Context: an optimization exercise on an open-source flow, tuned for small area. The choices shown serve that exercise and are no tape-out recipe.
Function was checked by simulation only, so behaviour that the tests miss may differ from the original.
No activity file was given, so power comes from the tool's default toggle rates.

==> trial 32: inputs <==
==> flow/design.v <==
module alu_top
(
	input wire clk
	,input wire [31:0] input1In
	,input wire [31:0] input2In
	,input wire [3:0] opType
	,output reg [31:0] resultOut
);
	reg [31:0] a_q;
	reg [31:0] b_q;
	reg [3:0] op_q;
	wire [31:0] alu_y;
	always @(posedge clk)
	begin
		a_q<=input1In;
		b_q<=input2In;
		op_q<=opType;
		resultOut<=alu_y;
	end
	aluRv32i aluRv32iInst
	(
		.input1In (a_q)
		,.input2In (b_q)
		,.opType   (op_q)
		,.resultOut(alu_y)
	);
endmodule

module aluRv32i
#(
	parameter INT32W=32
	,parameter OPW=4
)
(	
	input wire [INT32W-1:0] 	input1In
	,input wire [INT32W-1:0] 	input2In
	,input wire [OPW-1:0]		opType
	,output reg [INT32W-1:0]	resultOut
);
	localparam ADD_TYPE=4'd0;
	localparam AND_TYPE=4'd1;
	localparam ORR_TYPE=4'd2;
	localparam XOR_TYPE=4'd3;
	localparam SLL_TYPE=4'd4;
	localparam SRL_TYPE=4'd5;
	localparam SRA_TYPE=4'd6;
	localparam SLT_TYPE=4'd7;
	localparam SLU_TYPE=4'd8;
	wire signed [INT32W-1:0] input2InSigned;
	wire signed [INT32W-1:0] input1InSigned;
	assign input1InSigned=input1In;
	assign input2InSigned=input2In;
	always @(*)
	begin
		case(opType)
			ADD_TYPE:
				resultOut=input1In+input2In;
			AND_TYPE:
				resultOut=input1In&input2In;
			ORR_TYPE:
				resultOut=input1In|input2In;
			XOR_TYPE:
				resultOut=input1In^input2In;
			SLL_TYPE:
				resultOut=input1In<<input2In[4:0];
			SRL_TYPE:
				resultOut=input1In>>input2In[4:0];
			SRA_TYPE:
				resultOut=input1InSigned>>>input2In;
			SLT_TYPE:
				resultOut=input1InSigned<input2InSigned;
			SLU_TYPE:
				resultOut=input1In<input2In;
			default:
				resultOut=0;
		endcase
	end
endmodule
==> flow/run.sh <==
#!/bin/bash
# synth_recipe.tcl (not shown) runs the flow's synth.tcl, then flattens the netlist and writes it again
# the make line also repeats each setting of config.mk as NAME=value (left out here)
make -C /OpenROAD-flow-scripts/flow DESIGN_CONFIG=/design/flow/config.mk WORK_HOME=/design/flow/orfs CLKGATE_MAP_FILE= SYNTH_SCRIPT=/design/flow/synth_recipe.tcl finish
==> flow/config.mk <==
export PLATFORM = sky130hd
export DESIGN_NAME = alu_top
export DESIGN_NICKNAME = alu_top
export VERILOG_FILES = /design/flow/design.v
export SDC_FILE = /design/flow/constraint.sdc
export NUM_CORES = 4
export LEC_CHECK = 0
export CAP_MARGIN = 20
export CORE_MARGIN = 2
export CORE_UTILIZATION = 40
export SLEW_MARGIN = 20
==> flow/constraint.sdc <==
create_clock -name core_clock -period 5.0 [get_ports {clk}]
set_input_delay 1.0000 -clock core_clock [delete_from_list [all_inputs] [get_ports {clk}]]
set_output_delay 1.0000 -clock core_clock [all_outputs]
set_load 0.01 [all_outputs]
==> build 6: changes against trial 32 <==
==> flow/design.v, changed modules only <==
module aluRv32i
#(
	parameter INT32W=32
	,parameter OPW=4
)
(
	input wire [INT32W-1:0] 	input1In
	,input wire [INT32W-1:0] 	input2In
	,input wire [OPW-1:0]		opType
	,output reg [INT32W-1:0]	resultOut
);
	wire [31:0] a = input1In;
	wire [31:0] b = input2In;
	wire [3:0]  op = opType;
	wire grpAL = ~op[3] & ~op[2];                     
	wire grpSH = ~op[3] & op[2] & ~(op[1] & op[0]);   
	wire isSLT = ~op[3] & op[2] & op[1] & op[0];      
	wire isSLU = op[3] & ~op[2] & ~op[1] & ~op[0];    
	wire [31:0] p = a ^ b;
	wire [31:0] g = a & b;
	wire [32:0] c;
	assign c[0] = 1'b0;
	genvar i;
	generate
		for (i = 0; i < 32; i = i + 1) begin : rc
			assign c[i+1] = g[i] | (p[i] & c[i]);
		end
	endgenerate
	wire enP = grpAL & ~(~op[1] & op[0]);         
	wire enC = grpAL & ~op[1] & ~op[0];           
	wire enG = grpAL & (op[1] ^ op[0]);           
	wire [31:0] al = (p & {32{enP}}) ^ ((c[31:0] & {32{enC}}) | (g & {32{enG}}));
	wire left  = ~op[1] & ~op[0];                 
	wire arith = op[1] & ~op[0];                  
	wire [31:0] arev;
	generate
		for (i = 0; i < 32; i = i + 1) begin : ra
			assign arev[i] = a[31-i];
		end
	endgenerate
	wire [31:0] s0 = (left ? arev : a) & {32{grpSH}};
	wire fill = grpSH & arith & a[31];
	wire big = arith & (|b[31:5]);
	wire [4:0] sa = b[4:0] | {5{big}};
	wire [31:0] s1 = sa[0] ? {fill, s0[31:1]} : s0;
	wire [31:0] s2 = sa[1] ? {{2{fill}}, s1[31:2]} : s1;
	wire [31:0] s3 = sa[2] ? {{4{fill}}, s2[31:4]} : s2;
	wire [31:0] s4 = sa[3] ? {{8{fill}}, s3[31:8]} : s3;
	wire [31:0] s5 = sa[4] ? {{16{fill}}, s4[31:16]} : s4;
	wire [31:0] s5rev;
	generate
		for (i = 0; i < 32; i = i + 1) begin : rs
			assign s5rev[i] = s5[31-i];
		end
	endgenerate
	wire [31:0] sh = left ? s5rev : s5;
	wire sgn = ~op[3];
	wire [31:0] dv = {sgn ? a[31] : b[31], b[30:0]};
	wire [31:0] d1, v1;
	assign d1 = p;
	assign v1 = dv;
	wire [15:0] d2, v2;
	wire [7:0] d3, v3;
	wire [3:0] d4, v4;
	wire [1:0] d5, v5;
	generate
		for (i = 0; i < 16; i = i + 1) begin : t2
			assign d2[i] = d1[2*i+1] | d1[2*i];
			assign v2[i] = d1[2*i+1] ? v1[2*i+1] : v1[2*i];
		end
		for (i = 0; i < 8; i = i + 1) begin : t3
			assign d3[i] = d2[2*i+1] | d2[2*i];
			assign v3[i] = d2[2*i+1] ? v2[2*i+1] : v2[2*i];
		end
		for (i = 0; i < 4; i = i + 1) begin : t4
			assign d4[i] = d3[2*i+1] | d3[2*i];
			assign v4[i] = d3[2*i+1] ? v3[2*i+1] : v3[2*i];
		end
		for (i = 0; i < 2; i = i + 1) begin : t5
			assign d5[i] = d4[2*i+1] | d4[2*i];
			assign v5[i] = d4[2*i+1] ? v4[2*i+1] : v4[2*i];
		end
	endgenerate
	wire lt = (d5[1] ? v5[1] : (d5[0] & v5[0])) & (isSLT | isSLU);
	always @(*)
	begin
		resultOut = al | sh;
		resultOut[0] = al[0] | sh[0] | lt;
	end
endmodule
- ABC_AREA: unset -> 1
==> run summary <==
Outcome: trial 32 finished clean; build 6 finished clean
Flip-flop and latch share of the layout cell area: trial 32 0.170; build 6 0.247
Part of the power in combinational logic: trial 32 0.372; build 6 0.286
Worst slew pin tran: trial 32 984 ps; build 6 1020 ps
Wire length per cell after detailed routing: trial 32 26.2 um; build 6 17.3 um
Clock group power: trial 32 0.000759 W; build 6 0.000687 W
Reg2reg path depth: trial 32 10; build 6 59
Period Utilization, post-route: trial 32 0.755; build 6 0.927
Data arrival time of the worst path: trial 32 4020 ps; build 6 4880 ps
Syn-to-layout area delta: trial 32 15.3%; build 6 24.3%
Worst setup timing slack at the placement stage: trial 32 1290 ps; build 6 398 ps
Critical-path maximum fanout: trial 32 37; build 6 4
Cell count after placement: trial 32 1671; build 6 1249
WHS: trial 32 703 ps; build 6 787 ps
Power dissipated by switching net loads: trial 32 0.00104 W; build 6 0.000726 W
Number of rows in the core area: trial 32 58; build 6 46
Finished layout cell area: trial 32 11800 um^2; build 6 8130 um^2
First-pass GRT wire length: trial 32 65.1 mm; build 6 33.9 mm
Endpoint of the worst setup timing path: trial 32 resultOut[30]$_DFF_P_; build 6 resultOut[28]$_DFF_P_
Total length of routed met2 wires: trial 32 18.6 mm; build 6 9.99 mm
Core Util, Final: trial 32 0.470; build 6 0.510
Sequential group share of total power: trial 32 0.346; build 6 0.407
Ant diodes: trial 32 1; build 6 0
Group drawing the most power: trial 32 combinational cells; build 6 registers
Floorplan Core Area: trial 32 25100 um^2; build 6 15900 um^2

## afterwards: timing with drivers on the ports
In the flow no input, the clock included, has a driving cell. The finished layouts below were timed again as built, in two steps.
Step 1, drivers: a clkbuf_16 drives clk and a buf_2 each remaining input, both assumed.
Step 2 also shifts input and output timing later by t, the mid clock arrival at the registers, as if the neighbouring blocks saw the same clock.
Slacks: no drivers / after step 1 / after step 2; pairs: no drivers / after step 1.
run	t (ns)	setup slack, ns	latest minus earliest clock arrival (ns)	worst slew at a driven data input, ns
trial 32	0.410	1.223 / 1.223 / 1.223	0.011 / 0.011	0.04
build 6	0.390	0.365 / 0.365 / 0.365	0.010 / 0.010	0.04
After both steps setup and hold are still met in every run listed.
